This design comes from an exercise in tuning for small area on the open sky130 flow, not from production work. Function was checked by simulation only, so behaviour that the tests miss may differ from the original. Power and IR drop assume default switching activity. No driver is modelled on the clock port, so clocking that relies on it looks cheaper here than on a real chip.

==> design.v <==
`timescale 1ns / 1ps
module RegisterBank(clk,writeEnabled,regAddress1,regAddress2,writeAddress,writeData,pc,dataOut1,dataOut2);
	input logic clk;
	input writeEnabled;  
	input logic [3:0] regAddress1;  
	input logic [3:0] regAddress2;  
	input logic [3:0] writeAddress;  
	input logic [31:0] writeData;  
	input logic [31:0] pc; 
	output logic [31:0] dataOut1;  
	output logic [31:0] dataOut2;  
	logic [31:0] regs [15:0];
	always_ff @(posedge clk) 
		begin
			for (int i = 0; i < 16; i++)
				if(writeEnabled && writeAddress == i) begin
					regs[i] <= writeData;  
				end
		end
	assign dataOut1 = (regAddress1 == 4'b1111) ? pc : regs[regAddress1];  
	assign dataOut2 = (regAddress2 == 4'b1111) ? pc : regs[regAddress2];  
endmodule
==> run.sh <==
#!/bin/bash
# synth_recipe.tcl (not shown) runs the flow's synth.tcl, then flattens the netlist and writes it again
# the make line also repeats each setting of config.mk as NAME=value (left out here)
make -C /OpenROAD-flow-scripts/flow DESIGN_CONFIG=/design/flow/config.mk WORK_HOME=/design/flow/orfs CLKGATE_MAP_FILE= SYNTH_SCRIPT=/design/flow/synth_recipe.tcl finish
==> config.mk <==
export PLATFORM = sky130hd
export DESIGN_NAME = RegisterBank
export DESIGN_NICKNAME = RegisterBank
export VERILOG_FILES = /design/flow/design.v
export SDC_FILE = /design/flow/constraint.sdc
export NUM_CORES = 4
export LEC_CHECK = 0
export CAP_MARGIN = 20
export CORE_MARGIN = 2
export CORE_UTILIZATION = 40
export SLEW_MARGIN = 20
==> constraint.sdc <==
create_clock -name core_clock -period 5.0 [get_ports {clk}]
set_input_delay 1.0000 -clock core_clock [delete_from_list [all_inputs] [get_ports {clk}]]
set_output_delay 1.0000 -clock core_clock [all_outputs]
set_load 0.01 [all_outputs]
==> run_results.csv, run 1 <==
group,metric,value,unit
clocking,cts_tree,"built",
clocking,cts-root-buf,"clkbuf_16",
synth,synth_edf_count,480,
synth,synth_top_area_share,62.2,%
sta,slew_headroom,38.4,%
cells_and_area,largest_reg_flops,480,
power,power.total,9.59,mW
job,maxCapViolCount,0,
synth,syn_inst,1823,
cells_and_area,areaGrowthSynthToFinish,19.5,%
sta,setup_viol,0,
power,clockPowerShare,39.3,%
synth,synth_cell_type_count,69,
floorplan,row_count,88,
synth,ys_seq_elements,480,
synth,syn_nets,1901,
floorplan,start_util,40.3,%
synth,synthArstFlopShare,0,%
routing,wl_per_cell,34.0,um
min_path,hold_class,"in -> reg",
floorplan,ioPinCount,142,
setup_path,cp.arrival,3.84,ns
setup_path,cp.required,4.00,ns
sta,drv_slew,0,
clocking,cts_setup_buffers,0,
cells_and_area,antenna-diode-count,0,
placed_design,io_buffers,141,
power,switchingPower,2.43,mW
placed_design,gp_congestion,0.960,
power,seq_power_share,47.5,%
synth,yosys-top-cells-area,"edfxtp_1 (62%), a22oi_1 (4.9%), mux2i_1 (3.8%)",
cells_and_area,multi_input_area,0.00794,mm^2
routing,dr.pass1.iters,6,
cells_and_area,finalNetCount,2098,
cells_and_area,regMostFlops,"regs",
synth,ys.flop_type,"edfxtp_1",
global_route,grt-ovfl-total,0,
floorplan,fp.dieW,245,um
clocking,clk_pin_slew_worst_paths,0.06,ns
power,power.share.combinational,13.2,%
cells_and_area,register_area,0.0144,mm^2
clocking,cts_max_level,2,
sta,tightestPinTransition,0.922,ns
power,internal_power,7.16,mW
global_route,grt_pass1_vias,18797,
sta,rsz0062_at_grt,"false",
min_path,worstHoldPathCells,1,
setup_path,crit_path_end_kind,"output port",
sta,fmax,207,MHz
cells_and_area,layout-drive-gt1-share,15.5,%
placed_design,dp_slack,0.221,ns
routing,drt-initial-drc-count,3562,
floorplan,core,0.0575,mm^2
routing,via_per_inst,6.99,
cells_and_area,fin_util,48.2,%
sta,fin_crit,4.84,ns
setup_path,slowest_stage,"buf_2",
routing,finalWirelength,96000,um
sta,final.setup.worst_slack,0.162,ns
clocking,cts_buffers,50,
global_route,grt_pass1_wl,134000,um
clocking,clk_path_buf_depth,3,
synth,synth_top_cell_by_area,"edfxtp_1",
routing,vias,19738,
sta,finalCritPeriodShare,96.8,%
cells_and_area,num-fill-cells,5106,
power,p_sw_share,25.3,%
global_route,grt_usage,31.2,%
floorplan,dieArea,0.0599,mm^2
synth,syn-cell-area,0.0232,mm^2
synth,yosys_warnings,2,
global_route,grt_max_degree,37,
sta,hold_slack,1.29,ns
setup_path,critical_path_class,"in -> out",
power,leakagePower,8.95,nW
clocking,hold_buffers,0,
clocking,cts_sinks,480,
outcome,status,"finished clean",
routing,drc,0,
synth,synth_area_per_cell,12.7,um^2
global_route,grt_antenna_before_repair,1,
setup_path,start_kind,"primary input",
synth,yosysSeqAreaShare,62.2,%
cells_and_area,reg.largest.list,"regs x480",
sta,finalHoldViolCount,0,
routing,ant_nets,0,
power,power_density,346,mW/mm^2
sta,setup_tns,0,ns
setup_path,cpPeakStageDelay,0.65,ns
placed_design,place_hpwl,61200,um
setup_path,crit_chain,"buf_2 > buf_4 > nand2b_1 > nor2_1 > a221o_1 > a211oi_1 > a21oi_1 > clkdlybuf4s50_1",
floorplan,die_h,245,um
power,ir_worst_vdd,0.231,mV
setup_path,crit_fanout,25,
clocking,cts_resized,0,
==> power by group through the flow <==
stage               combinational (mW)  clock, mW  sequential, mW
floorplan                        0.582          0            4.63
global placement                  1.21          0            4.64
detailed placement                1.22          0            4.64
CTS                               1.22       3.78            4.56
global route                      1.30       3.92            4.56
finish                            1.26       3.77            4.56
==> layout by cell type (no fill, tap or decap), types with 60 or more instances in the layout <==
cell type | Yosys | routed
a21oi_1 | 106 | 106
a22oi_1 | 150 | 150
buf_4 | 25 | 157
clkdlybuf4s50_1 | 0 | 133
edfxtp_1 | 480 | 480
mux2i_1 | 88 | 88
nand2_1 | 120 | 118
nor2_1 | 72 | 60
o21ai_0 | 97 | 97
o22ai_1 | 115 | 115
==> kinds of logic (layout without fill, tap and decap cells) <==
logic type / Yosys count / after routing / synth area share, %
buffers and inverters: 167 / 402 / 4.18
flip-flops: 480 / 480 / 62.2
AND/OR/NAND/NOR: 362 / 362 / 7.81
AO/OA/AOI/OAI: 709 / 709 / 21.0
multiplexers: 105 / 105 / 4.82
==> final timing paths <==
| kind | startpoint | end | slack [ns] |
|---|---|---|---|
| setup / recovery | regAddress1[2] | dataOut1[31] | 0.16 |
| hold / removal | writeData[26] | regs[11][26] | 1.29 |
==> routing by layer <==
metal  wire, um  up-vias  global-route usage, %  share of wire (%)
li1           -     7828                      -                  -
met1      35100     9575                   41.8                 37
met2      41400     1922                   46.4                 43
met3      13600      411                   7.75                 14
met4       5900        2                   17.1                6.1
met5         13        -                      0              0.014
==> area by class of cell <==
class                      count  area share [%]
sequential                   480            52.0
clock inverter                32            1.13
timing repair buffer         303            9.94
tap                          765            3.45
multi-input combinational   1176            28.7
clock buffer                  58            4.70
inverter                       9           0.122
==> worst max-delay path, delay by kind of cell <==
family                 cells  cell delay (ns)
and+or+nand+nor            2             0.31
buffers and inverters      3             1.43
AOI/OAI and AO/OA          3             1.06
==> stage by stage <==
step | std cells | cell area, um^2
4_1_cts | 2823 | 27700
5_1_grt | 2823 | 27700
2_1_floorplan | 1823 | 23200
6_report | 2823 | 27700
3_3_place_gp | 2733 | 26100
3_5_place_dp | 2733 | 26100
==> cells in the mapped netlist, types with 5 or more instances <==
cell and count:
o22a_1 18, o22ai_1 115, nor3_2 8, nor4_1 15
nor3b_1 8, a31oi_1 16, nor3_1 28, o21ai_0 97
buf_2 77, a32oi_1 7, a32o_1 10, nor2_2 5
nand3_1 26, and2_1 6, or3_1 8, a221oi_1 56
o21ai_1 11, nand2b_1 15, a21oi_1 106, nor2b_1 21
buf_4 25, nand2_1 120, mux2_2 13, clkbuf_1 33
and3_1 5, a211oi_1 5, buf_6 20, a21o_1 10
nor2_1 72, edfxtp_1 480, a22o_1 30, o211ai_1 14
mux2i_1 88, o221ai_1 30, inv_2 5, a22oi_1 150
==> run 2, diff against run 1 <==
==> design.v (replaced) <==
`timescale 1ns / 1ps
module rb_oai22(input logic a1, a2, b1, b2, output logic y);
	assign y = ~((a1 | a2) & (b1 | b2));
endmodule
module rb_nor8(input logic [7:0] a, output logic y);
	assign y = ~|a;
endmodule
module rb_rdbit(input logic [15:0] n, input logic [15:0] d, output logic y);
	logic [7:0] p;
	genvar k;
	generate
		for (k = 0; k < 8; k++) begin : g_p
			rb_oai22 u (.a1(n[2*k]), .a2(d[2*k]), .b1(n[2*k+1]), .b2(d[2*k+1]), .y(p[k]));
		end
	endgenerate
	rb_nor8 u_y (.a(p), .y(y));
endmodule
module RegisterBank(clk,writeEnabled,regAddress1,regAddress2,writeAddress,writeData,pc,dataOut1,dataOut2);
	input logic clk;
	input writeEnabled;
	input logic [3:0] regAddress1;
	input logic [3:0] regAddress2;
	input logic [3:0] writeAddress;
	input logic [31:0] writeData;
	input logic [31:0] pc;
	output logic [31:0] dataOut1;
	output logic [31:0] dataOut2;
	logic [31:0] regs [14:0];
	always_ff @(posedge clk)
		for (int i = 0; i < 15; i++)
			if (writeEnabled && writeAddress == i)
				regs[i] <= writeData;
	logic [15:0] n1, n2;
	always_comb
		for (int i = 0; i < 16; i++) begin
			n1[i] = regAddress1 != i;
			n2[i] = regAddress2 != i;
		end
	genvar b;
	generate
		for (b = 0; b < 32; b++) begin : g_bit
			logic [15:0] d;
			for (genvar i = 0; i < 15; i++) begin : g_d
				assign d[i] = regs[i][b];
			end
			assign d[15] = pc[b];
			rb_rdbit u_r1 (.n(n1), .d(d), .y(dataOut1[b]));
			rb_rdbit u_r2 (.n(n2), .d(d), .y(dataOut2[b]));
		end
	endgenerate
endmodule
==> flow/run.sh (new file) <==
#!/bin/bash
set -euo pipefail
bash standard.sh \
  "BUFFER_PORTS_ARGS=-buffer_cell sky130_fd_sc_hd__buf_1" \
  "CTS_ARGS=-sink_clustering_enable -repair_clock_nets -dont_use_dummy_load -buf_list {sky130_fd_sc_hd__clkbuf_4 sky130_fd_sc_hd__clkbuf_8}" \
  finish > flow_make.log 2>&1
==> standard.sh (new file) <==
#!/bin/bash
# synth_recipe.tcl (not shown) runs the flow's synth.tcl, then flattens the netlist and writes it again
# the make line also repeats each setting of config.mk as NAME=value (left out here)
make -C /OpenROAD-flow-scripts/flow DESIGN_CONFIG=/design/flow/config.mk WORK_HOME=/design/flow/orfs CLKGATE_MAP_FILE= SYNTH_SCRIPT=/design/flow/synth_recipe.tcl "${@:-finish}"
--- a/config.mk
+++ b/config.mk
@@ -5,7 +5,9 @@
 export SDC_FILE = /design/flow/constraint.sdc
 export NUM_CORES = 4
 export LEC_CHECK = 0
-export CAP_MARGIN = 20
+export CAP_MARGIN = 0
 export CORE_MARGIN = 2
 export CORE_UTILIZATION = 40
-export SLEW_MARGIN = 20
+export CTS_BUF_LIST = sky130_fd_sc_hd__clkbuf_4 sky130_fd_sc_hd__clkbuf_8
+export SLEW_MARGIN = 0
+export SYNTH_HIERARCHICAL = 1
removed: run.sh
==> run 2 against run 1 <==
Compared with the run above: still clean on timing, DRC and antenna; cell count is 24% lower; setup slack better by 0.46 ns; clock-buffer cell count increased by 20; die area is 17% lower; flip-flop and latch count is the same; via count decreased by 24%; synthesized cell count fell by 31%; wire length down 30%; power decreased by 18%.
==> run_results.csv, run 2 <==
group,metric,value,unit
synth,synthArstFlopShare,0,%
synth,syn_inst,1250,
cells_and_area,reg.largest.list,"regs x480",
synth,synth_top_family_by_area,"compound AO/OA/AOI/OAI gates",
clocking,cts_setup_buffers,0,
clocking,cts_max_level,3,
floorplan,row_count,80,
cells_and_area,mostFrequentLayoutCell,"o22ai_1",
clocking,cts_buffers,78,
clocking,clk_pin_slew_worst_paths,0.07,ns
setup_path,cp.required,4.00,ns
clocking,cts_resized,0,
setup_path,critical_path_class,"in -> out",
synth,synth_fa_ha_area_share,0,%
clocking,hold_buffers,0,
setup_path,cp.arrival,3.38,ns
floorplan,dieArea,0.0496,mm^2
cells_and_area,num-fill-cells,4128,
cells_and_area,areaGrowthSynthToFinish,17.1,%
synth,synth_xor_area_share,0,%
synth,synth_cell_type_count,13,
cells_and_area,finalNetCount,1607,
cells_and_area,most-common-layout-cells,"o22ai_1 (512), edfxtp_1 (480), buf_1 (141), or4_1 (128), clkbuf_8 (78)",
sta,finalCritPeriodShare,87.6,%
power,power_density,352,mW/mm^2
sta,finalHoldViolCount,0,
cells_and_area,regMostFlops,"regs",
setup_path,start_kind,"primary input",
routing,ant_nets,0,
synth,yosysSeqAreaShare,75.3,%
global_route,grt_antenna_before_repair,3,
floorplan,core,0.0474,mm^2
clocking,cts_tree,"built",
global_route,grt_pass1_wl,95400,um
global_route,grt_pass1_vias,14533,
synth,synth_edf_count,480,
synth,synth_top_cell_by_area,"edfxtp_1",
routing,drc,0,
synth,syn_nets,1328,
sta,setup_tns,0,ns
synth,synth_mux_area_share,0,%
synth,ys.flop_type,"edfxtp_1",
sta,rsz0062_at_grt,"false",
routing,dr.pass1.iters,5,
sta,tightestPinTransition,1.12,ns
synth,synth_top_cells_by_count,"o22ai_1 (512), edfxtp_1 (480), or4_1 (128)",
synth,synth_compound_area_share,16.7,%
synth,yosys-top-cells-area,"edfxtp_1 (75%), o22ai_1 (17%), or4_1 (5.0%)",
floorplan,start_util,40.3,%
sta,fmax,228,MHz
floorplan,die_h,223,um
clocking,clk_path_buf_depth,3,
synth,synth_top_area_share,75.3,%
clocking,cts-root-buf,"clkbuf_8",
routing,via_per_inst,7.01,
synth,synthMostInstantiatedCell,"o22ai_1",
synth,synthSimpleGateAreaFrac,7.94,%
routing,drt-initial-drc-count,2281,
placed_design,io_buffers,141,
placed_design,gp_congestion,0.825,
job,maxCapViolCount,0,
setup_path,crit_path_end_kind,"output port",
synth,ys_seq_elements,480,
setup_path,crit_fanout,13,
cells_and_area,largest_reg_flops,480,
sta,slew_headroom,25.5,%
synth,yosys_warnings,8,
clocking,cts_sinks,480,
outcome,status,"finished clean",
cells_and_area,fin_util,47.2,%
routing,wl_per_cell,31.5,um
synth,syn-cell-area,0.0191,mm^2
min_path,hold_class,"in -> reg",
sta,fin_crit,4.38,ns
routing,vias,15026,
floorplan,fp.dieW,223,um
synth,synth_area_per_cell,15.3,um^2
power,leakagePower,7.07,nW
cells_and_area,layout-drive-gt1-share,10.5,%
global_route,grt_usage,26.6,%
global_route,grt-ovfl-total,0,
sta,drv_slew,0,
routing,finalWirelength,67600,um
floorplan,ioPinCount,142,
sta,setup_viol,0,
global_route,grt_max_degree,33,
power,ir_worst_vdd,0.153,mV
placed_design,place_hpwl,37200,um
-- run 2: changes by cell type after synthesis, sizes merged, moves of 106 or more --
cell   before  now
o22ai     115  512
a22oi     150    0
or4         0  128
buf       124    0
o21ai     108    0
a21oi     106    0
-- run 2: path summary, 6_finish.rpt --
check | from | endpoint | cells after the start
setup / recovery | regAddress1[3] | dataOut1[6] | 8
hold / removal | writeData[5] | regs[13][5] | 1
-- run 2: critical path, cell delays in order --
cell     delay (ns)
buf_1          0.27
nor2b_1        0.17
nand2_1        0.71
buf_4          0.28
o22ai_1        0.08
or4_1          0.44
nor2_1         0.23
buf_1          0.19
-- run 2: area by class of cell --
class | count | area [um^2] | share of cell area (%)
Sequential cell | 480 | 14400 | 64.3
Multi-Input combinational cell | 770 | 4870 | 21.7
Timing Repair Buffer | 199 | 1280 | 5.70
Clock buffer | 78 | 1070 | 4.79
Tap cell | 615 | 769 | 3.43
Antenna cell | 2 | 5.00 | 0.0223
-- run 2: modules after synthesis, one instance, submodules excluded, a selection --
module | cells | area, um^2 | times used | flops+latches
RegisterBank | 546 | 14700 | 1 | 480
rb_nor8 | 3 | 18.8 | 64 | 0
rb_oai22 | 1 | 6.26 | 512 | 0
-- run 2: logic make-up after synthesis --
| logic type | after synthesis |
|---|---|
| compound gates | 512 |
| simple gates | 258 |
| flops | 480 |
-- run 2: through the flow --
stage	instance area [um^2]	power, mW	worst slack, ns	instances	hold slack (ns)
floorplan	19100	4.90	1.12	1250	1.10
global placement	21300	5.23	0.774	2064	1.48
detailed placement	21300	5.24	0.718	2064	1.48
CTS	22400	7.92	0.698	2142	0.818
global route	22400	8.13	0.564	2142	0.873
finish	22400	7.89	0.622	2144	0.865
-- run 2: where the power goes --
part	internal (mW)	switching (mW)	leakage, nW
logic	0.186	0.430	2.17
clock network	1.37	1.35	0.561
registers	4.52	0.0358	4.34
total	6.08	1.82	7.07
-- run 2: routing by layer --
metal / wire length (um) / track usage, % / vias to the layer above
met4: 2260 / 11.0 / 2
li1: - / - / 6139
met2: 29100 / 38.4 / 1287
met5: 11 / 0 / -
met1: 26700 / 37.9 / 7404
met3: 9650 / 7.63 / 194
==> run 3, diff against run 2 <==
==> run.sh (new file) <==
#!/bin/bash
# synth_recipe.tcl (not shown) runs the flow's synth.tcl, then flattens the netlist and writes it again
# the make line also repeats each setting of config.mk as NAME=value (left out here)
make -C /OpenROAD-flow-scripts/flow DESIGN_CONFIG=/design/flow/config.mk WORK_HOME=/design/flow/orfs CLKGATE_MAP_FILE= SYNTH_SCRIPT=/design/flow/synth_recipe.tcl finish
removed: flow/run.sh
removed: standard.sh
==> run 3 against run 2 <==
Compared with the run above: sequential share of layout area decreased by 3.5 points; critical endpoint is now dataOut1[18]; largest power group unchanged; critical path type unchanged; still clean on timing, DRC and antenna; wire length decreased by 2.5%; power increased by 8.3%; core utilization increased by 2.7 points; non-clock buffer count increased by 5; combinational power increased by about 20%.
==> run_results.csv, run 3 <==
group,metric,value,unit
synth,ys.flop_type,"edfxtp_1",
sta,hold_slack,1.27,ns
setup_path,crit_path_end_kind,"output port",
routing,drc,0,
cells_and_area,finalNetCount,1612,
sta,drv_slew,0,
clocking,cts_setup_buffers,0,
sta,setup_viol,0,
clocking,cts_sinks,480,
routing,ant_nets,0,
setup_path,cp.required,4.00,ns
setup_path,critical_path_class,"in -> out",
clocking,clk_pin_slew_worst_paths,0.06,ns
global_route,grt_pass1_vias,14872,
clocking,cts-root-buf,"clkbuf_8",
floorplan,ioPinCount,142,
setup_path,cp.arrival,3.87,ns
synth,yosysSeqAreaShare,75.3,%
floorplan,core,0.0474,mm^2
min_path,worstHoldPathCells,1,
global_route,grt_usage,26.3,%
routing,finalWirelength,65900,um
cells_and_area,areaGrowthSynthToFinish,23.9,%
cells_and_area,stdcell_count,2207,
placed_design,dp.cells,2069,
clocking,cts_buffers,78,
clocking,clk_path_buf_depth,3,
sta,fin_crit,4.87,ns
cells_and_area,largest_reg_flops,480,
routing,dr.pass1.iters,8,
floorplan,start_util,40.3,%
floorplan,fp.dieW,223,um
synth,synth_top_area_share,75.3,%
synth,synthMostInstantiatedCell,"o22ai_1",
power,leakagePower,7.70,nW
cells_and_area,multi_input_area,0.00484,mm^2
floorplan,row_count,80,
sta,final.setup.worst_slack,0.134,ns
synth,syn_inst,1250,
placed_design,dp_slack,0.301,ns
cells_and_area,regMostFlops,"regs",
placed_design,io_buffers,141,
power,power.total,8.55,mW
synth,yosys-top-cells-area,"edfxtp_1 (75%), o22ai_1 (17%), or4_1 (5.0%)",
sta,setup_tns,0,ns
cells_and_area,register_area,0.0144,mm^2
sta,finalCritPeriodShare,97.3,%
power,power_density,361,mW/mm^2
synth,yosys_warnings,8,
sta,finalHoldViolCount,0,
min_path,min_to,"regs[2][23]",
outcome,status,"finished clean",
clocking,hold_buffers,0,
global_route,grt_pass1_wl,95300,um
clocking,cts_max_level,3,
clocking,cts_tree,"built",
setup_path,start_kind,"primary input",
floorplan,dieArea,0.0496,mm^2
floorplan,die_h,223,um
synth,syn-cell-area,0.0191,mm^2
cells_and_area,reg.largest.list,"regs x480",
sta,fmax,206,MHz
power,ir_worst_vdd,0.155,mV
cells_and_area,mostFrequentLayoutCell,"o22ai_1",
setup_path,crit_fanout,32,
sta,tightestPinTransition,0.966,ns
synth,synthArstFlopShare,0,%
synth,synth_edf_count,480,
synth,synth_area_per_cell,15.3,um^2
routing,wl_per_cell,29.9,um
global_route,grt_max_degree,33,
synth,syn_nets,1328,
cells_and_area,layout-drive-gt1-share,12.6,%
global_route,grt-ovfl-total,0,
routing,vias,14711,
cells_and_area,num-fill-cells,4006,
routing,drt-initial-drc-count,2051,
placed_design,gp_congestion,0.806,
routing,via_per_inst,6.67,
synth,ys_seq_elements,480,
synth,synth_top_cell_by_area,"edfxtp_1",
sta,rsz0062_at_grt,"false",
synth,synth_cell_type_count,13,
cells_and_area,most-common-layout-cells,"o22ai_1 (512), edfxtp_1 (480), clkdlybuf4s50_1 (141), or4_1 (128), clkbuf_8 (81)",
min_path,min_from,"writeData[23]",
synth,synth_top_cells_by_count,"o22ai_1 (512), edfxtp_1 (480), or4_1 (128)",
min_path,hold_class,"in -> reg",
placed_design,place_hpwl,36300,um
job,maxCapViolCount,0,
clocking,cts_resized,0,
global_route,grt_antenna_before_repair,1,
sta,slew_headroom,35.5,%
run 3: cell counts after synthesis:
No cell type changed its count.
run 3: report_power, final:
group / switching (mW) / internal, mW
Clock: 1.52 / 1.74
Combinational: 0.420 / 0.318
Sequential: 0.0359 / 4.52
run 3: cell type report:
cell class	count	area share (%)
repair buffers	204	9.32
flip-flops and latches	480	60.8
clock buffers	106	5.49
clock inverters	31	0.713
diodes	1	0.0106
well taps	615	3.25
multi-input cells	770	20.4
run 3: worst max-delay path, stage by stage:
cell	delay, ns
clkdlybuf4s50_1	0.61
nor2_1	0.15
nand2_1	0.14
buf_12	0.27
o22ai_1	0.13
or4_1	0.60
nor2_1	0.34
clkdlybuf4s50_1	0.62
run 3: stage by stage:
step,instance area (um^2),util [%]
finish,23700,50.0
global route,23700,50.0
CTS,23700,50.0
detailed placement,22200,46.9
global placement,22200,46.9
floorplan,19100,-
run 3: cells by family (layout without fill, tap and decap cells):
logic type,after synthesis,after routing,synth area share [%]
other cells,0,1,0
buf+inv,0,341,0
flops,480,480,75.3
simple gates,258,258,7.94
compound gates,512,512,16.7
run 3: worst max-delay path by stage:
stage,start,to
after detailed placement,regAddress1[0],dataOut1[30]
after global routing,regAddress1[3],dataOut1[22]
after floorplan,writeAddress[3],regs[4][0]
after global placement,regAddress2[1],dataOut2[18]
after CTS,regAddress1[3],dataOut1[22]
final,regAddress1[3],dataOut1[18]
run 3: per-module statistics from Yosys, one instance, submodules excluded, excerpt:
module	flops+latches	times used	cell area, um^2
RegisterBank	480	1	14700
rb_oai22	0	512	6.26
rb_nor8	0	64	18.8
run 3: routing by layer:
| metal | vias to the layer above | track usage [%] | wire [um] |
|---|---|---|---|
| met2 | 1070 | 39.0 | 28800 |
| met5 | - | 1.27 | 84 |
| met1 | 7301 | 37.5 | 26700 |
| met3 | 137 | 7.04 | 8900 |
| met4 | 2 | 8.51 | 1480 |
| li1 | 6201 | - | - |
==> run 4, diff against run 3 <==
==> config.mk (replaced) <==
export PLATFORM = sky130hd
export DESIGN_NAME = RegisterBank
export DESIGN_NICKNAME = RegisterBank
export VERILOG_FILES = /design/flow/design.v
export SDC_FILE = /design/flow/constraint.sdc
export NUM_CORES = 4
export LEC_CHECK = 0
export CAP_MARGIN = 20
export CORE_MARGIN = 2
export CORE_UTILIZATION = 40
export SLEW_MARGIN = 20
export SYNTH_HIERARCHICAL = 1
==> run 4 against run 3 <==
Compared with the run above: clock power rose by 7.4%; first-iteration DRC count rose by 5.6%; sequential share of layout area fell by 0.12 points; synthesized cell count did not move; worst hold slack improved by 0.042 ns; cell count fell by 2.1%; largest power group unchanged.
==> run_results.csv, run 4 <==
group,metric,value,unit
outcome,status,"finished clean",
setup_path,cpPeakStageDelay,0.61,ns
global_route,grt_use_met3,7.14,%
clocking,cts_max_level,2,
global_route,busiest_layer,"met2",
sta,drv_slew,0,
synth,synth_xor_area_share,0,%
sta,setup_tns,0,ns
floorplan,dieArea,0.0496,mm^2
clocking,cts-root-buf,"clkbuf_16",
global_route,grt_pass1_wl,94500,um
global_route,grt_pass1_vias,14695,
job,maxCapViolCount,0,
cells_and_area,areaGrowthSynthToFinish,24.1,%
routing,drt-initial-drc-count,2166,
min_path,hold_class,"in -> reg",
global_route,grt_max_degree,33,
clocking,clk_path_buf_depth,3,
synth,synth_area_per_cell,15.3,um^2
global_route,grt-ovfl-total,0,
setup_path,slowest_stage,"clkdlybuf4s50_1",
global_route,use_met1,37.2,%
power,seq_power_share,51.8,%
setup_path,cp.required,4.00,ns
routing,ant_nets,0,
synth,syn_nets,1328,
sta,fmax,206,MHz
sta,slew_headroom,36.0,%
clocking,clk_pin_slew_worst_paths,0.06,ns
floorplan,fp.dieW,223,um
synth,synth_compound_area_share,16.7,%
synth,ys_seq_elements,480,
synth,synth_top_cells_by_count,"o22ai_1 (512), edfxtp_1 (480), or4_1 (128)",
placed_design,place_hpwl,36300,um
synth,syn-cell-area,0.0191,mm^2
routing,wl_per_cell,30.4,um
setup_path,crit_chain,"clkdlybuf4s50_1 > nor2b_1 > nand2_1 > buf_12 > o22ai_1 > or4_1 > nor2_1 > clkdlybuf4s50_1",
cells_and_area,num-fill-cells,3990,
clocking,cts_setup_buffers,0,
synth,synth_top_area_share,75.3,%
cells_and_area,register_area,0.0144,mm^2
routing,drc,0,
setup_path,start_kind,"primary input",
sta,rsz0062_at_grt,"false",
floorplan,row_count,80,
floorplan,start_util,40.3,%
power,leakagePower,7.66,nW
sta,finalCritPeriodShare,97.2,%
sta,setup_viol,0,
global_route,grt_usage,26.1,%
synth,synth_mux_area_share,0,%
synth,synth_cell_type_count,13,
floorplan,die_h,223,um
global_route,use_met2,38.9,%
setup_path,crit_top_cell,"clkdlybuf4s50_1",
power,power.total,8.79,mW
cells_and_area,finalNetCount,1583,
setup_path,crit_fanout,32,
sta,finalHoldViolCount,0,
power,switchingPower,1.93,mW
clocking,cts_tree,"built",
cells_and_area,layout-drive-gt1-share,9.20,%
routing,dr.pass1.iters,6,
power,p_sw_share,22.0,%
cells_and_area,multi_input_area,0.00484,mm^2
power,power_density,370,mW/mm^2
synth,yosysSeqAreaShare,75.3,%
synth,synth_top_family_by_area,"compound AO/OA/AOI/OAI gates",
synth,yosys_warnings,8,
floorplan,core,0.0474,mm^2
cells_and_area,mostFrequentLayoutCell,"o22ai_1",
synth,synthMostInstantiatedCell,"o22ai_1",
synth,yosys-top-cells-area,"edfxtp_1 (75%), o22ai_1 (17%), or4_1 (5.0%)",
power,power.share.combinational,8.4,%
global_route,grt_antenna_before_repair,1,
cells_and_area,most-common-layout-cells,"o22ai_1 (512), edfxtp_1 (480), clkdlybuf4s50_1 (141), or4_1 (128), nor2_1 (68)",
sta,tightestPinTransition,0.958,ns
setup_path,cp.arrival,3.86,ns
synth,synth_top_cell_by_area,"edfxtp_1",
power,internal_power,6.86,mW
floorplan,ioPinCount,142,
synth,syn_inst,1250,
synth,synthSimpleGateAreaFrac,7.94,%
synth,synthArstFlopShare,0,%
sta,fin_crit,4.86,ns
clocking,cts_buffers,49,
setup_path,crit_path_end_kind,"output port",
routing,vias,14537,
placed_design,gp_congestion,0.806,
min_path,worstHoldPathCells,1,
cells_and_area,reg.largest.list,"regs x480",
synth,synth_edf_count,480,
routing,finalWirelength,65600,um
placed_design,io_buffers,141,
power,clockPowerShare,39.8,%
power,ir_worst_vdd,0.241,mV
clocking,cts_resized,0,
cells_and_area,regMostFlops,"regs",
cells_and_area,largest_reg_flops,480,
clocking,hold_buffers,0,
clocking,cts_sinks,480,
routing,via_per_inst,6.73,
synth,ys.flop_type,"edfxtp_1",
synth,synth_fa_ha_area_share,0,%
setup_path,critical_path_class,"in -> out",
run 4: cell types whose count changed in the layout (fill, tap and decap cells not counted), sizes merged:
cell,change
bufinv,+2
clkbuf,-36
clkinv,-11
clkinvlp,-3
inv,+1
run 4: kinds of logic after synthesis:
kind of cell    Yosys count
compound gates          512
flops                   480
simple gates            258
run 4: cell type report:
class / instances / share of cell area, %
Antenna cell: 1 / 0.0105
Clock buffer: 70 / 5.67
Clock inverter: 20 / 0.711
Multi-Input combinational cell: 770 / 20.4
Sequential cell: 480 / 60.7
Tap cell: 615 / 3.24
Timing Repair Buffer: 204 / 9.30
run 4: power by group through the flow:
stage	sequential, mW	combinational (mW)	clock, mW
after global placement	4.63	0.720	0
after global routing	4.56	0.777	3.69
final	4.55	0.737	3.50
after CTS	4.55	0.729	3.54
after detailed placement	4.64	0.725	0
after floorplan	4.63	0.269	0
run 4: Yosys stat by module, one instance, submodules excluded, a selection:
module        cell area (um^2)  flip-flops and latches  cells  times used
RegisterBank             14700                     480    546           1
rb_nor8                   18.8                       0      3          64
rb_oai22                  6.26                       0      1         512
run 4: worst paths after layout:
kind	slack (ns)	start	to
worst min-delay path	1.31	writeData[23]	regs[2][23]
worst max-delay path	0.14	regAddress2[1]	dataOut2[18]
run 4: metrics by stage:
stage          util [%]  worst slack [ns]  cell area [um^2]  hold WS (ns)  std cells
2_1_floorplan         -              1.12             19100          1.10       1250
3_3_place_gp       46.9             0.290             22200          1.90       2069
3_5_place_dp       46.9             0.301             22200          1.92       2069
4_1_cts            50.1             0.282             23700          1.31       2159
5_1_grt            50.1             0.106             23700          1.36       2159
6_report           50.1             0.138             23700          1.31       2160
run 4: layer usage:
metal / share of wire [%] / wire length, um / up-vias
li1: - / - / 6140
met1: 41 / 26800 / 7259
met2: 44 / 28600 / 997
met3: 13 / 8500 / 139
met4: 2.3 / 1530 / 2
met5: 0.13 / 83 / -
run 4: worst max-delay path, delay by kind of cell:
kind / cells / cell delay [ns]
buffers and inverters: 3 / 1.42
AND/OR/NAND/NOR: 4 / 1.32
AO/OA/AOI/OAI: 1 / 0.11
==> run 5, diff against run 4 <==
==> flow/run.sh (new file) <==
#!/bin/bash
set -euo pipefail
bash standard.sh synth > flow_synth.log 2>&1
bash standard.sh \
  "BUFFER_PORTS_ARGS=-buffer_cell sky130_fd_sc_hd__buf_1" \
  "CTS_ARGS=-sink_clustering_enable -repair_clock_nets -dont_use_dummy_load -sink_clustering_size 30 -sink_clustering_max_diameter 100 -buf_list sky130_fd_sc_hd__clkbuf_16" \
  finish > flow_make.log 2>&1
==> standard.sh (new file) <==
#!/bin/bash
# synth_recipe.tcl (not shown) runs the flow's synth.tcl, then flattens the netlist and writes it again
# the make line also repeats each setting of config.mk as NAME=value (left out here)
make -C /OpenROAD-flow-scripts/flow DESIGN_CONFIG=/design/flow/config.mk WORK_HOME=/design/flow/orfs CLKGATE_MAP_FILE= SYNTH_SCRIPT=/design/flow/synth_recipe.tcl "${@:-finish}"
--- a/config.mk
+++ b/config.mk
@@ -5,8 +5,9 @@
 export SDC_FILE = /design/flow/constraint.sdc
 export NUM_CORES = 4
 export LEC_CHECK = 0
-export CAP_MARGIN = 20
+export CAP_MARGIN = 0
 export CORE_MARGIN = 2
 export CORE_UTILIZATION = 40
-export SLEW_MARGIN = 20
+export GPL_TIMING_DRIVEN = 0
+export SLEW_MARGIN = 0
 export SYNTH_HIERARCHICAL = 1
removed: run.sh
==> run 5 against run 4 <==
Compared with the run above: still clean; via count grew 0.33%; combinational power is 15% lower; non-clock buffer count unchanged; sequential share of layout area grew 3.9 points; core utilization decreased by 3.0 points; first-iteration DRC count fell by 7.6%; die area unchanged; critical path depth unchanged; worst hold slack lost 0.40 ns; highest routed layer is now met4.
==> run_results.csv, run 5 <==
group,metric,value,unit
sta,fin_crit,4.40,ns
sta,fmax,227,MHz
sta,finalCritPeriodShare,87.9,%
global_route,grt_pass1_vias,14037,
synth,synth_area_per_cell,15.3,um^2
routing,ant_nets,0,
routing,wl_per_cell,31.6,um
setup_path,cp.required,4.00,ns
clocking,cts-root-buf,"clkbuf_16",
sta,drv_slew,0,
synth,synth_compound_area_share,16.7,%
clocking,cts_setup_buffers,0,
routing,finalWirelength,65900,um
setup_path,crit_path_end_kind,"output port",
setup_path,crit_chain,"buf_1 > nor2_1 > nand2_2 > buf_12 > o22ai_1 > or4_1 > nor2_1 > buf_1",
synth,syn_nets,1328,
synth,ys_seq_elements,480,
job,maxCapViolCount,0,
floorplan,ioPinCount,142,
sta,slew_headroom,47.3,%
placed_design,io_buffers,141,
clocking,hold_buffers,0,
power,internal_power,5.40,mW
synth,synth_top_area_share,75.3,%
synth,synth_fa_ha_area_share,0,%
routing,via_per_inst,6.98,
placed_design,dp_slack,0.680,ns
power,switchingPower,1.60,mW
synth,synth_mux_area_share,0,%
cells_and_area,areaGrowthSynthToFinish,16.6,%
global_route,grt_usage,25.8,%
sta,finalHoldViolCount,0,
synth,ys.flop_type,"edfxtp_1",
min_path,hold_class,"in -> reg",
global_route,grt-ovfl-total,0,
sta,setup_viol,0,
synth,synth_top_cell_by_area,"edfxtp_1",
sta,final.setup.worst_slack,0.604,ns
synth,yosys_warnings,8,
clocking,cts_tree,"built",
setup_path,cp.arrival,3.40,ns
clocking,cts_max_level,1,
power,p_sw_share,22.8,%
synth,synth_top_family_by_area,"compound AO/OA/AOI/OAI gates",
clocking,cts_sinks,480,
synth,synth_xor_area_share,0,%
synth,synthMostInstantiatedCell,"o22ai_1",
power,power_density,314,mW/mm^2
synth,yosysSeqAreaShare,75.3,%
cells_and_area,largest_reg_flops,480,
cells_and_area,most-common-layout-cells,"o22ai_1 (512), edfxtp_1 (480), buf_1 (141), or4_1 (128), nor2_1 (68)",
cells_and_area,layout-drive-gt1-share,8.69,%
floorplan,row_count,80,
outcome,status,"finished clean",
cells_and_area,reg.largest.list,"regs x480",
placed_design,place_hpwl,42700,um
synth,synth_edf_count,480,
synth,yosys-top-cells-area,"edfxtp_1 (75%), o22ai_1 (17%), or4_1 (5.0%)",
setup_path,critical_path_class,"in -> out",
floorplan,fp.dieW,223,um
placed_design,gp_congestion,0.770,
synth,syn-cell-area,0.0191,mm^2
floorplan,dieArea,0.0496,mm^2
global_route,grt_antenna_before_repair,1,
synth,syn_inst,1250,
global_route,grt_pass1_wl,93300,um
cells_and_area,mostFrequentLayoutCell,"o22ai_1",
synth,synth_cell_type_count,13,
cells_and_area,finalNetCount,1553,
clocking,clk_path_buf_depth,3,
power,seq_power_share,64.9,%
synth,synth_top_cells_by_count,"o22ai_1 (512), edfxtp_1 (480), or4_1 (128)",
placed_design,dp.cells,2069,
synth,synthSimpleGateAreaFrac,7.94,%
cells_and_area,stdcell_area,0.0223,mm^2
setup_path,crit_fanout,20,
cells_and_area,regMostFlops,"regs",
clocking,cts_resized,0,
cells_and_area,stdcell_count,2089,
setup_path,cpPeakStageDelay,0.56,ns
routing,drc,0,
setup_path,slowest_stage,"or4_1",
routing,drt-initial-drc-count,2001,
sta,tightestPinTransition,0.787,ns
synth,synthArstFlopShare,0,%
power,ir_worst_vdd,0.179,mV
power,leakagePower,6.93,nW
floorplan,die_h,223,um
routing,dr.pass1.iters,7,
clocking,clk_pin_slew_worst_paths,0.12,ns
setup_path,start_kind,"primary input",
sta,hold_slack,0.913,ns
routing,vias,14585,
clocking,cts_buffers,19,
power,power.share.combinational,9.0,%
sta,rsz0062_at_grt,"false",
global_route,grt_max_degree,31,
placed_design,place_area,0.0218,mm^2
power,clockPowerShare,26.1,%
floorplan,core,0.0474,mm^2
floorplan,start_util,40.3,%
## run 5: cell counts after synthesis
Identical to the previous run, type by type.
## run 5: critical path: cells and delay by family
family                 cells  cell delay, ns
buffers and inverters      3            0.78
AOI/OAI and AO/OA          1            0.10
and+or+nand+nor            4            1.49
## run 5: power groups by stage
| stage | clock network [mW] | registers (mW) | logic (mW) |
|---|---|---|---|
| 2_1_floorplan | 0 | 4.63 | 0.269 |
| 3_3_place_gp | 0 | 4.64 | 0.552 |
| 3_5_place_dp | 0 | 4.63 | 0.619 |
| 4_1_cts | 1.85 | 4.54 | 0.621 |
| 5_1_grt | 1.97 | 4.55 | 0.665 |
| 6_report | 1.82 | 4.54 | 0.629 |
## run 5: stage by stage
step	TNS (ns)	utilization (%)	power, mW
2_1_floorplan	0	-	4.90
3_3_place_gp	-201.18	43.1	5.19
4_1_cts	0	47.0	7.01
3_5_place_dp	0	46.0	5.25
6_report	0	47.0	7.00
5_1_grt	0	47.0	7.19
## run 5: per-module statistics from Yosys, one instance, submodules excluded, excerpt
module | cell area (um^2) | copies in the design | cells
RegisterBank | 14700 | 1 | 546
rb_nor8 | 18.8 | 64 | 3
rb_oai22 | 6.26 | 512 | 1
## run 5: cell families (layout without fill, tap and decap cells)
family,Yosys count,after routing
AO/OA/AOI/OAI,512,512
buffers and inverters,0,223
flip-flops,480,480
other,0,1
AND/OR/NAND/NOR,258,258
## run 5: final timing paths
check	cells past startpoint	end	slack, ns	startpoint
setup / recovery	8	dataOut1[23]	0.60	regAddress1[3]
hold / removal	1	regs[9][20]	0.91	writeData[20]
## run 5: layer usage
metal  track usage (%)  vias up  wire [um]
li1                  -     6037          -
met1              37.9     7302      25900
met2              38.5     1111      29100
met3              5.34      135       9170
met4              7.92        0       1670
met5                 0        -          0
## run 5: final cells by class
class / count / area [um^2]
multi-input combinational: 770 / 4930
tap: 615 / 769
timing repair buffer: 204 / 1720
sequential: 480 / 14400
fill: 4122 / 25100
clock buffer: 19 / 475
antenna: 1 / 2.50
==> run 6, diff against run 5 <==
--- a/flow/run.sh
+++ b/flow/run.sh
@@ -4,4 +4,5 @@
 bash standard.sh \
   "BUFFER_PORTS_ARGS=-buffer_cell sky130_fd_sc_hd__buf_1" \
   "CTS_ARGS=-sink_clustering_enable -repair_clock_nets -dont_use_dummy_load -sink_clustering_size 30 -sink_clustering_max_diameter 100 -buf_list sky130_fd_sc_hd__clkbuf_16" \
+  "RECOVER_POWER=100" \
   finish > flow_make.log 2>&1
--- a/config.mk
+++ b/config.mk
@@ -8,6 +8,5 @@
 export CAP_MARGIN = 0
 export CORE_MARGIN = 2
 export CORE_UTILIZATION = 40
-export GPL_TIMING_DRIVEN = 0
 export SLEW_MARGIN = 0
 export SYNTH_HIERARCHICAL = 1
==> run 6 against run 5 <==
Compared with the run above: the layout now fails its checks (max-capacitance violations, max-slew violations); clock power about the same; cell count is 0.24% lower; sequential share of layout area rose by 2.1 points; synthesized area stayed put; synthesized cell count unchanged; global-route usage up 0.25 points; worst hold slack better by 0.0010 ns; non-clock buffer count decreased by 5; power hardly changed; clock-buffer cell count unchanged.
==> run_results.csv, run 6 <==
group,metric,value,unit
outcome,status,"complete, but fails checks",
outcome,so_faults,"max-capacitance violations, max-slew violations",
cells_and_area,regMostFlops,"regs",
placed_design,io_buffers,141,
power,ir_worst_vdd,0.204,mV
global_route,grt_antenna_before_repair,3,
clocking,cts_setup_buffers,0,
synth,yosysSeqAreaShare,75.3,%
setup_path,crit_fanout,13,
synth,yosys-top-cells-area,"edfxtp_1 (75%), o22ai_1 (17%), or4_1 (5.0%)",
routing,via_per_inst,7.11,
routing,ant_nets,0,
setup_path,cp-startpoint,"regAddress1[3]",
synth,synth_top_cell_by_area,"edfxtp_1",
placed_design,gp_congestion,0.825,
synth,synthMostInstantiatedCell,"o22ai_1",
routing,wl_per_cell,32.1,um
job,maxCapViolCount,17,
synth,yosys_warnings,8,
sta,hold_slack,0.914,ns
clocking,cts_buffers,19,
synth,synth_area_per_cell,15.3,um^2
sta,finalHoldViolCount,0,
clocking,cts_sinks,480,
synth,ys_seq_elements,480,
sta,rsz0062_at_grt,"false",
clocking,clk_path_buf_depth,3,
setup_path,cp.arrival,3.58,ns
clocking,clk_pin_slew_worst_paths,0.11,ns
placed_design,place_hpwl,37200,um
sta,tightestPinTransition,3.11,ns
routing,drc,0,
setup_path,critPathCapture,"dataOut1[16]",
clocking,cts_resized,0,
global_route,grt_pass1_vias,14054,
clocking,cts-root-buf,"clkbuf_16",
floorplan,fp.dieW,223,um
power,leakagePower,6.65,nW
sta,slew_headroom,-108,%
floorplan,ioPinCount,142,
synth,synth_top_cells_by_count,"o22ai_1 (512), edfxtp_1 (480), or4_1 (128)",
synth,ys.flop_type,"edfxtp_1",
floorplan,start_util,40.3,%
cells_and_area,areaGrowthSynthToFinish,12.9,%
sta,fin_crit,4.58,ns
min_path,hold_class,"in -> reg",
global_route,grt_pass1_wl,94100,um
synth,syn_inst,1250,
clocking,cts_tree,"built",
synth,synth_edf_count,480,
global_route,grt_usage,26.0,%
cells_and_area,mostFrequentLayoutCell,"o22ai_1",
setup_path,start_kind,"primary input",
routing,finalWirelength,66900,um
cells_and_area,largest_reg_flops,480,
sta,drv_slew,382,
sta,setup_viol,0,
synth,synthArstFlopShare,0,%
floorplan,dieArea,0.0496,mm^2
setup_path,cp.required,4.00,ns
synth,syn-cell-area,0.0191,mm^2
synth,synth_cell_type_count,13,
setup_path,critical_path_class,"in -> out",
routing,dr.pass1.iters,6,
clocking,hold_buffers,0,
routing,route.met3.wl,8740,um
global_route,grt_max_degree,33,
sta,finalCritPeriodShare,91.5,%
routing,drt-initial-drc-count,2503,
routing,top_layer,"met5",
global_route,grt-ovfl-total,0,
routing,met2WireLength,28900,um
cells_and_area,reg.largest.list,"regs x480",
cells_and_area,finalNetCount,1548,
setup_path,crit_path_end_kind,"output port",
synth,syn_nets,1328,
power,power_density,323,mW/mm^2
sta,fmax,219,MHz
routing,met1_length,27300,um
cells_and_area,most-common-layout-cells,"o22ai_1 (512), edfxtp_1 (480), or4_1 (128), buf_1 (104), nor2_1 (78)",
floorplan,die_h,223,um
routing,vias,14821,
cells_and_area,layout-drive-gt1-share,4.29,%
floorplan,core,0.0474,mm^2
floorplan,row_count,80,
clocking,cts_max_level,1,
synth,synth_top_area_share,75.3,%
sta,setup_tns,0,ns
cells_and_area,num-fill-cells,4212,
[run 6: worst min path at each step]
stage / from / endpoint / slack (ns) / cells past startpoint
global route: writeData[1] / regs[7][1] / 0.94 / 1
detailed placement: writeData[7] / regs[11][7] / 1.48 / 1
CTS: writeData[7] / regs[11][7] / 0.90 / 1
global placement: writeData[17] / regs[10][17] / 1.48 / 1
floorplan: writeData[0] / regs[0][0] / 1.10 / 0
finish: writeData[7] / regs[11][7] / 0.91 / 1
[run 6: critical path, cell delays in order]
cell,delay (ns)
clkbuf_1,0.27
nor2b_1,0.16
nand2_1,0.70
clkbuf_1,0.48
o22ai_1,0.13
or4_1,0.40
nor2_1,0.24
buf_1,0.19
[run 6: metrics by stage]
stage,total power [mW],utilization [%],std cells,cell area [um^2],setup slack [ns]
after global routing,7.16,45.5,2083,21600,0.383
after CTS,7.01,46.0,2083,21800,0.698
after floorplan,4.90,-,1250,19100,1.12
after global placement,5.23,45.0,2064,21300,0.774
final,6.99,45.6,2084,21600,0.425
after detailed placement,5.24,45.0,2064,21300,0.718
[run 6: kinds of logic (layout without fill, tap and decap cells)]
family	Yosys count	count (layout)	synth area share, %
AOI/OAI and AO/OA	512	512	16.7
DFF	480	480	75.3
and+or+nand+nor	258	258	7.94
other	0	1	0
buffers and inverters	0	218	0
[run 6: final cells by class]
cell class              instances  area (um^2)  area share [%]
repair buffers                199         1190            5.52
clock buffers                  19          475            2.20
flip-flops and latches        480        14400            66.7
diodes                          1         2.50          0.0116
multi-input cells             770         4760            22.0
well taps                     615          769            3.56
[run 6: Yosys stat by module (local to each module, per instance), excerpt]
module,flip-flops and latches,times used
rb_nor8,0,64
rb_oai22,0,512
RegisterBank,480,1
[run 6: routing by layer]
metal  GRT usage (%)  up-vias
met4            8.03        4
met3            5.96      175
met5               0        -
met1            38.2     7467
met2            38.5     1148
li1                -     6027
[run 6: power by group]
group	switching, mW	internal (mW)
registers	0.0357	4.51
logic	0.423	0.181
clock network	1.15	0.692
total	1.61	5.38
==> run 7, diff against run 6 <==
==> flow/run.sh (replaced) <==
#!/bin/bash
set -euo pipefail
bash standard.sh synth > flow_synth.log 2>&1
DU="sky130_fd_sc_hd__probe_p_8 sky130_fd_sc_hd__probec_p_8 sky130_fd_sc_hd__lpflow_bleeder_1 sky130_fd_sc_hd__lpflow_clkbufkapwr_1 sky130_fd_sc_hd__lpflow_clkbufkapwr_16 sky130_fd_sc_hd__lpflow_clkbufkapwr_2 sky130_fd_sc_hd__lpflow_clkbufkapwr_4 sky130_fd_sc_hd__lpflow_clkbufkapwr_8 sky130_fd_sc_hd__lpflow_clkinvkapwr_1 sky130_fd_sc_hd__lpflow_clkinvkapwr_16 sky130_fd_sc_hd__lpflow_clkinvkapwr_2 sky130_fd_sc_hd__lpflow_clkinvkapwr_4 sky130_fd_sc_hd__lpflow_clkinvkapwr_8 sky130_fd_sc_hd__lpflow_decapkapwr_12 sky130_fd_sc_hd__lpflow_decapkapwr_3 sky130_fd_sc_hd__lpflow_decapkapwr_4 sky130_fd_sc_hd__lpflow_decapkapwr_6 sky130_fd_sc_hd__lpflow_decapkapwr_8 sky130_fd_sc_hd__lpflow_inputiso0n_1 sky130_fd_sc_hd__lpflow_inputiso0p_1 sky130_fd_sc_hd__lpflow_inputiso1n_1 sky130_fd_sc_hd__lpflow_inputiso1p_1 sky130_fd_sc_hd__lpflow_inputisolatch_1 sky130_fd_sc_hd__lpflow_isobufsrc_1 sky130_fd_sc_hd__lpflow_isobufsrc_16 sky130_fd_sc_hd__lpflow_isobufsrc_2 sky130_fd_sc_hd__lpflow_isobufsrc_4 sky130_fd_sc_hd__lpflow_isobufsrc_8 sky130_fd_sc_hd__lpflow_isobufsrckapwr_16 sky130_fd_sc_hd__lpflow_lsbuf_lh_hl_isowell_tap_1 sky130_fd_sc_hd__lpflow_lsbuf_lh_hl_isowell_tap_2 sky130_fd_sc_hd__lpflow_lsbuf_lh_hl_isowell_tap_4 sky130_fd_sc_hd__lpflow_lsbuf_lh_isowell_4 sky130_fd_sc_hd__lpflow_lsbuf_lh_isowell_tap_1 sky130_fd_sc_hd__lpflow_lsbuf_lh_isowell_tap_2 sky130_fd_sc_hd__lpflow_lsbuf_lh_isowell_tap_4 sky130_fd_sc_hd__buf_6 sky130_fd_sc_hd__buf_8 sky130_fd_sc_hd__buf_12 sky130_fd_sc_hd__buf_16 sky130_fd_sc_hd__bufinv_8 sky130_fd_sc_hd__bufinv_16"
bash standard.sh \
  "BUFFER_PORTS_ARGS=-buffer_cell sky130_fd_sc_hd__buf_1" \
  "CTS_ARGS=-sink_clustering_enable -repair_clock_nets -dont_use_dummy_load -sink_clustering_size 30 -sink_clustering_max_diameter 100 -buf_list sky130_fd_sc_hd__clkbuf_16" \
  "DONT_USE_CELLS=$DU" \
  finish > flow_make.log 2>&1
==> run 7 against run 6 <==
Compared with the run above: now clean on timing, DRC and antenna; worst hold slack improved by 0.014 ns; critical path depth unchanged; critical path type unchanged; first-iteration DRC count decreased by 4.4%; highest routed layer unchanged; final area increased by 2.3%; cell count increased by 0.34%.
==> run_results.csv, run 7 <==
group,metric,value,unit
outcome,status,"finished clean",
synth,yosysSeqAreaShare,75.3,%
clocking,cts_max_level,1,
global_route,grt_pass1_vias,14294,
cells_and_area,multi_input_area,0.00487,mm^2
synth,syn_nets,1328,
floorplan,dieArea,0.0496,mm^2
sta,drv_slew,0,
cells_and_area,most-common-layout-cells,"o22ai_1 (512), edfxtp_1 (480), buf_1 (141), or4_1 (128), nor2_1 (68)",
routing,top_layer,"met5",
routing,wl_per_cell,32.2,um
placed_design,place_hpwl,38400,um
setup_path,crit_chain,"buf_1 > nor2_1 > nand3_2 > bufbuf_8 > o22ai_1 > or4_1 > nor2_1 > buf_1",
routing,drc,0,
clocking,hold_buffers,0,
clocking,cts_buffers,19,
placed_design,io_buffers,141,
sta,hold_slack,0.929,ns
routing,met2WireLength,28800,um
setup_path,crit_buf_inv,3,
routing,finalWirelength,67300,um
floorplan,core,0.0474,mm^2
cells_and_area,mostFrequentLayoutCell,"o22ai_1",
synth,synth_area_per_cell,15.3,um^2
routing,via_per_inst,7.06,
synth,synth_top_cells_by_count,"o22ai_1 (512), edfxtp_1 (480), or4_1 (128)",
setup_path,crit_path_end_kind,"output port",
routing,met1_length,27000,um
setup_path,start_kind,"primary input",
global_route,grt_pass1_wl,95300,um
synth,syn-cell-area,0.0191,mm^2
sta,fmax,231,MHz
floorplan,die_h,223,um
sta,fin_crit,4.33,ns
global_route,grt_antenna_before_repair,3,
clocking,cts_setup_buffers,0,
cells_and_area,layout-drive-gt1-share,6.24,%
clocking,clk_path_buf_depth,3,
floorplan,fp.dieW,223,um
synth,syn_inst,1250,
global_route,grt_max_degree,33,
routing,vias,14768,
synth,synth_cell_type_count,13,
synth,ys.flop_type,"edfxtp_1",
setup_path,slowest_stage,"or4_1",
floorplan,start_util,40.3,%
power,ir_worst_vdd,0.188,mV
min_path,hold_class,"in -> reg",
synth,yosys_warnings,8,
routing,route.met3.wl,8950,um
global_route,grt_usage,26.4,%
routing,dr.pass1.iters,5,
synth,yosys-top-cells-area,"edfxtp_1 (75%), o22ai_1 (17%), or4_1 (5.0%)",
placed_design,gp_congestion,0.819,
sta,finalCritPeriodShare,86.7,%
setup_path,cp.arrival,3.33,ns
sta,setup_tns,0,ns
clocking,cts-root-buf,"clkbuf_16",
power,power_density,317,mW/mm^2
cells_and_area,reg.largest.list,"regs x480",
cells_and_area,register_area,0.0144,mm^2
cells_and_area,areaGrowthSynthToFinish,15.6,%
synth,synth_top_cell_by_area,"edfxtp_1",
setup_path,crit_fanout,18,
routing,drt-initial-drc-count,2392,
setup_path,critical_path_class,"in -> out",
synth,ys_seq_elements,480,
clocking,cts_sinks,480,
routing,ant_nets,0,
cells_and_area,regMostFlops,"regs",
synth,synth_edf_count,480,
power,leakagePower,6.92,nW
setup_path,cp.required,4.00,ns
job,maxCapViolCount,0,
sta,rsz0062_at_grt,"false",
synth,synthArstFlopShare,0,%
sta,tightestPinTransition,1.14,ns
sta,slew_headroom,24.1,%
sta,setup_viol,0,
cells_and_area,num-fill-cells,4167,
cells_and_area,largest_reg_flops,480,
setup_path,cpLargestDelayFamily,"simple AND/OR/NAND/NOR gates",
synth,synth_top_area_share,75.3,%
sta,finalHoldViolCount,0,
cells_and_area,finalNetCount,1554,
clocking,clk_pin_slew_worst_paths,0.11,ns
synth,synthMostInstantiatedCell,"o22ai_1",
floorplan,row_count,80,
clocking,cts_tree,"built",
floorplan,ioPinCount,142,
global_route,grt-ovfl-total,0,
setup_path,cpPeakStageDelay,0.57,ns
clocking,cts_resized,0,
run 7: cell count changes in the layout (fill, tap and decap cells not counted), sizes merged:
cell	delta
buf	+3
bufbuf	+45
clkbuf	-61
clkdlybuf4s18	+4
diode	+1
dlygate4sd1	+15
run 7: logic make-up (layout without fill, tap and decap cells):
kind of cell	Yosys count	after routing	share of synthesized area [%]
simple gates	258	258	7.94
compound gates	512	512	16.7
other cells	0	2	0
buf+inv	0	224	0
flops	480	480	75.3
run 7: final timing paths:
kind	startpoint	endpoint	slack, ns	depth (start not counted)
max	regAddress2[1]	dataOut2[2]	0.67	8
min	writeData[11]	regs[11][11]	0.93	1
run 7: stage by stage:
stage          std cells  power [mW]  utilization (%)  cell area (um^2)  setup slack [ns]
2_1_floorplan       1250        4.90                -             19100              1.12
3_3_place_gp        2070        5.23             45.6             21600             0.776
3_5_place_dp        2070        5.25             45.6             21600             0.717
4_1_cts             2089        7.01             46.6             22100             0.705
5_1_grt             2090        7.19             46.6             22100             0.567
6_report            2091        7.01             46.6             22100             0.666
run 7: power breakdown:
part           switching, mW  internal (mW)
Sequential            0.0361           4.51
Combinational          0.427          0.196
Clock                   1.15          0.692
run 7: layer usage:
layer / track usage (%) / vias up
li1: - / 6044
met1: 38.7 / 7326
met2: 39.1 / 1179
met3: 6.03 / 215
met4: 8.25 / 4
met5: 0 / -
run 7: per-module statistics from Yosys, one instance, submodules excluded, excerpt:
module        flops+latches  area (um^2)  cells  copies in the design
RegisterBank            480        14700    546                     1
rb_nor8                   0         18.8      3                    64
rb_oai22                  0         6.26      1                   512
run 7: cell type report:
class / count / share of cell area, %
diodes: 2 / 0.0226
clock buffers: 19 / 2.15
repair buffers: 205 / 7.17
well taps: 615 / 3.48
multi-input cells: 770 / 22.0
flip-flops and latches: 480 / 65.2
==> run 8, diff against run 7 <==
==> flow/run.sh (replaced) <==
#!/bin/bash
# The standard layout (standard.sh), run unchanged for synthesis; for the
# later steps: plain buf_1 cells as port buffers, a clock tree without dummy
# loads, and a smaller set of buffer cells for the resizer.
set -euo pipefail
bash standard.sh synth > flow_synth.log 2>&1
DU="sky130_fd_sc_hd__probe_p_8 sky130_fd_sc_hd__probec_p_8 sky130_fd_sc_hd__lpflow_bleeder_1 sky130_fd_sc_hd__lpflow_clkbufkapwr_1 sky130_fd_sc_hd__lpflow_clkbufkapwr_16 sky130_fd_sc_hd__lpflow_clkbufkapwr_2 sky130_fd_sc_hd__lpflow_clkbufkapwr_4 sky130_fd_sc_hd__lpflow_clkbufkapwr_8 sky130_fd_sc_hd__lpflow_clkinvkapwr_1 sky130_fd_sc_hd__lpflow_clkinvkapwr_16 sky130_fd_sc_hd__lpflow_clkinvkapwr_2 sky130_fd_sc_hd__lpflow_clkinvkapwr_4 sky130_fd_sc_hd__lpflow_clkinvkapwr_8 sky130_fd_sc_hd__lpflow_decapkapwr_12 sky130_fd_sc_hd__lpflow_decapkapwr_3 sky130_fd_sc_hd__lpflow_decapkapwr_4 sky130_fd_sc_hd__lpflow_decapkapwr_6 sky130_fd_sc_hd__lpflow_decapkapwr_8 sky130_fd_sc_hd__lpflow_inputiso0n_1 sky130_fd_sc_hd__lpflow_inputiso0p_1 sky130_fd_sc_hd__lpflow_inputiso1n_1 sky130_fd_sc_hd__lpflow_inputiso1p_1 sky130_fd_sc_hd__lpflow_inputisolatch_1 sky130_fd_sc_hd__lpflow_isobufsrc_1 sky130_fd_sc_hd__lpflow_isobufsrc_16 sky130_fd_sc_hd__lpflow_isobufsrc_2 sky130_fd_sc_hd__lpflow_isobufsrc_4 sky130_fd_sc_hd__lpflow_isobufsrc_8 sky130_fd_sc_hd__lpflow_isobufsrckapwr_16 sky130_fd_sc_hd__lpflow_lsbuf_lh_hl_isowell_tap_1 sky130_fd_sc_hd__lpflow_lsbuf_lh_hl_isowell_tap_2 sky130_fd_sc_hd__lpflow_lsbuf_lh_hl_isowell_tap_4 sky130_fd_sc_hd__lpflow_lsbuf_lh_isowell_4 sky130_fd_sc_hd__lpflow_lsbuf_lh_isowell_tap_1 sky130_fd_sc_hd__lpflow_lsbuf_lh_isowell_tap_2 sky130_fd_sc_hd__lpflow_lsbuf_lh_isowell_tap_4 sky130_fd_sc_hd__buf_6 sky130_fd_sc_hd__buf_8 sky130_fd_sc_hd__buf_12 sky130_fd_sc_hd__buf_16 sky130_fd_sc_hd__bufbuf_16 sky130_fd_sc_hd__bufbuf_8 sky130_fd_sc_hd__bufinv_16 sky130_fd_sc_hd__bufinv_8 sky130_fd_sc_hd__clkdlybuf4s15_1 sky130_fd_sc_hd__clkdlybuf4s15_2 sky130_fd_sc_hd__clkdlybuf4s18_1 sky130_fd_sc_hd__clkdlybuf4s18_2 sky130_fd_sc_hd__clkdlybuf4s25_1 sky130_fd_sc_hd__clkdlybuf4s25_2 sky130_fd_sc_hd__clkdlybuf4s50_1 sky130_fd_sc_hd__clkdlybuf4s50_2 sky130_fd_sc_hd__dlygate4sd1_1 sky130_fd_sc_hd__dlygate4sd2_1 sky130_fd_sc_hd__dlygate4sd3_1 sky130_fd_sc_hd__dlymetal6s2s_1 sky130_fd_sc_hd__dlymetal6s4s_1 sky130_fd_sc_hd__dlymetal6s6s_1 sky130_fd_sc_hd__clkbuf_8 sky130_fd_sc_hd__clkbuf_4 sky130_fd_sc_hd__clkbuf_2 sky130_fd_sc_hd__clkbuf_1 sky130_fd_sc_hd__buf_2 sky130_fd_sc_hd__buf_4"
bash standard.sh \
  "BUFFER_PORTS_ARGS=-buffer_cell sky130_fd_sc_hd__buf_1" \
  "CTS_ARGS=-sink_clustering_enable -repair_clock_nets -dont_use_dummy_load -sink_clustering_size 30 -sink_clustering_max_diameter 100 -buf_list sky130_fd_sc_hd__clkbuf_16" \
  "DONT_USE_CELLS=$DU" \
  finish > flow_make.log 2>&1
==> run 8 against run 7 <==
Compared with the run above: still clean; clock-buffer cell count unchanged; fmax down 7.2%; via count up 0.24%; wire length down 6.9%; clock power about the same; non-clock buffer count up 125; core utilization down 0.74 points; critical endpoint is now dataOut1[21]; largest cell class unchanged.
==> run_results.csv, run 8 <==
group,metric,value,unit
synth,synth_top_area_share,75.3,%
cells_and_area,reg.largest.list,"regs x480",
routing,drc,0,
setup_path,cp.arrival,3.67,ns
placed_design,dp_slack,0.463,ns
floorplan,dieArea,0.0496,mm^2
cells_and_area,largest_reg_flops,480,
synth,syn_inst,1250,
sta,finalCritPeriodShare,93.4,%
min_path,hold_class,"in -> reg",
min_path,min_from,"writeData[1]",
sta,fin_crit,4.67,ns
synth,syn-cell-area,0.0191,mm^2
synth,yosys-top-cells-area,"edfxtp_1 (75%), o22ai_1 (17%), or4_1 (5.0%)",
sta,setup_tns,0,ns
cells_and_area,finalNetCount,1679,
clocking,cts_tree,"built",
routing,vias,14804,
setup_path,start_kind,"primary input",
power,ir_worst_vdd,0.245,mV
global_route,grt_usage,24.7,%
cells_and_area,regMostFlops,"regs",
sta,fmax,214,MHz
global_route,grt_antenna_before_repair,1,
sta,tightestPinTransition,1.20,ns
global_route,grt_pass1_wl,92400,um
power,seq_power_share,65.1,%
cells_and_area,antenna-diode-count,0,
sta,drv_slew,0,
synth,ys.flop_type,"edfxtp_1",
global_route,grt_max_degree,31,
floorplan,die_h,223,um
floorplan,fp.dieW,223,um
global_route,grt-ovfl-total,0,
min_path,worstHoldPathCells,1,
power,switchingPower,1.61,mW
setup_path,critPathCapture,"dataOut1[21]",
clocking,hold_buffers,0,
synth,synth_edf_count,480,
clocking,cts_resized,0,
routing,wl_per_cell,28.3,um
cells_and_area,layout-drive-gt1-share,2.69,%
placed_design,place_hpwl,45700,um
sta,hold_slack,0.930,ns
synth,synthArstFlopShare,0,%
setup_path,crit_path_end_kind,"output port",
synth,synth_top_cell_by_area,"edfxtp_1",
synth,synth_cell_type_count,13,
clocking,cts_max_level,1,
synth,yosys_warnings,8,
clocking,cts-root-buf,"clkbuf_16",
outcome,status,"finished clean",
synth,synth_area_per_cell,15.3,um^2
floorplan,row_count,80,
floorplan,ioPinCount,142,
power,p_sw_share,23.1,%
routing,finalWirelength,62600,um
clocking,clk_pin_slew_worst_paths,0.11,ns
power,power.total,6.99,mW
routing,ant_nets,0,
power,power_density,321,mW/mm^2
synth,syn_nets,1328,
clocking,cts_setup_buffers,0,
cells_and_area,mostFrequentLayoutCell,"o22ai_1",
routing,dr.pass1.iters,6,
synth,ys_seq_elements,480,
sta,finalHoldViolCount,0,
clocking,cts_buffers,19,
synth,yosysSeqAreaShare,75.3,%
power,internal_power,5.37,mW
routing,via_per_inst,6.69,
power,leakagePower,6.54,nW
sta,setup_viol,0,
cells_and_area,most-common-layout-cells,"o22ai_1 (512), edfxtp_1 (480), buf_1 (330), or4_1 (128), nor2_1 (68)",
cells_and_area,num-fill-cells,4270,
sta,final.setup.worst_slack,0.331,ns
setup_path,cp.required,4.00,ns
sta,rsz0062_at_grt,"false",
setup_path,crit_fanout,11,
cells_and_area,multi_input_area,0.00487,mm^2
power,power.share.combinational,8.5,%
cells_and_area,register_area,0.0144,mm^2
placed_design,io_buffers,141,
cells_and_area,areaGrowthSynthToFinish,13.7,%
power,clockPowerShare,26.4,%
clocking,clk_path_buf_depth,3,
setup_path,cp-startpoint,"regAddress1[3]",
synth,synth_top_cells_by_count,"o22ai_1 (512), edfxtp_1 (480), or4_1 (128)",
synth,synthMostInstantiatedCell,"o22ai_1",
global_route,grt_pass1_vias,14370,
job,maxCapViolCount,0,
floorplan,core,0.0474,mm^2
routing,drt-initial-drc-count,2300,
clocking,cts_sinks,480,
sta,slew_headroom,19.8,%
placed_design,gp_congestion,0.894,
setup_path,critical_path_class,"in -> out",
floorplan,start_util,40.3,%
[run 8: how the worst min path moves through the flow]
stage                  endpoint  slack [ns]
floorplan            regs[0][0]        1.10
global placement    regs[7][24]        1.50
detailed placement  regs[4][25]        1.50
CTS                 regs[9][25]        0.92
global route        regs[5][25]        0.95
finish               regs[7][1]        0.93
[run 8: layer usage]
layer	track usage, %	part of all wire (%)	up-vias
li1	-	-	6297
met1	36.7	42	7375
met2	38.3	45	1012
met3	3.68	11	116
met4	6.28	2.6	4
met5	0	0.035	-
[run 8: through the flow]
step	area, um^2	utilization [%]	std cells
after detailed placement	21300	44.9	2195
after global routing	21800	45.9	2214
after global placement	21300	44.9	2195
after CTS	21800	45.9	2214
final	21800	45.9	2214
after floorplan	19100	-	1250
[run 8: cells by family (layout without fill, tap and decap cells)]
| family | Yosys count | after routing | share of synthesized area, % |
|---|---|---|---|
| AO/OA/AOI/OAI | 512 | 512 | 16.7 |
| flip-flops | 480 | 480 | 75.3 |
| AND/OR/NAND/NOR | 258 | 258 | 7.94 |
| buffers and inverters | 0 | 349 | 0 |
[run 8: per-module statistics from Yosys (local to each module, per instance), a selection]
module / area [um^2] / cells inside / flops+latches
rb_nor8: 18.8 / 3 / 0
rb_oai22: 6.26 / 1 / 0
RegisterBank: 14700 / 546 / 480
[run 8: power groups by stage]
stage	clock (mW)	combinational (mW)	sequential (mW)
floorplan	0	0.269	4.63
global placement	0	0.582	4.63
detailed placement	0	0.589	4.64
CTS	1.87	0.591	4.55
global route	1.99	0.636	4.56
finish	1.85	0.594	4.55
[run 8: cell type report]
type | count | area share [%]
clock buffers | 19 | 2.18
well taps | 615 | 3.54
multi-input cells | 770 | 22.4
flip-flops and latches | 480 | 66.2
repair buffers | 330 | 5.69
[run 8: worst max-delay path, cell delays in order]
cell	delay [ns]
buf_1	0.28
nor2b_1	0.17
nand2_1	0.58
buf_1	0.57
o22ai_1	0.14
or4_1	0.56
nor2_1	0.19
buf_1	0.17

## separate check: timing with driven ports
In the flow no input, the clock included, has a driving cell. The finished layouts below were timed again as built, in two steps. Step 1, drivers: a clkbuf_16 drives clk and a buf_2 each remaining input, both assumed. Step 2 times the ports against the registers' clock, not the clock port: input delays grow and output delays shrink by t, the midpoint of the rising clock arrivals with the driver on. Slacks: no drivers / after step 1 / after step 2; pairs: no drivers / after step 1.
run | shift t [ns] | setup WS [ns] | hold WS [ns]
run 1 | 0.661 | 0.162 / 0.135 / 0.135 | 1.289 / 1.249 / 1.910
run 2 | 0.654 | 0.622 / 0.585 / 0.585 | 0.865 / 0.837 / 1.491
run 3 | 0.675 | 0.134 / 0.101 / 0.101 | 1.267 / 1.244 / 1.919
run 4 | 0.631 | 0.138 / 0.115 / 0.115 | 1.309 / 1.298 / 1.929
run 5 | 0.599 | 0.604 / 0.573 / 0.573 | 0.913 / 0.882 / 1.480
run 6 | 0.601 | 0.425 / 0.390 / -0.013 | 0.914 / 0.885 / 1.486
run 7 | 0.593 | 0.666 / 0.641 / 0.641 | 0.929 / 0.905 / 1.498
run 8 | 0.602 | 0.331 / 0.307 / 0.307 | 0.930 / 0.903 / 1.505
For run 6, which loses most, drivers alone change the setup slack by -0.035 ns; drivers and shift together by -0.438 ns.
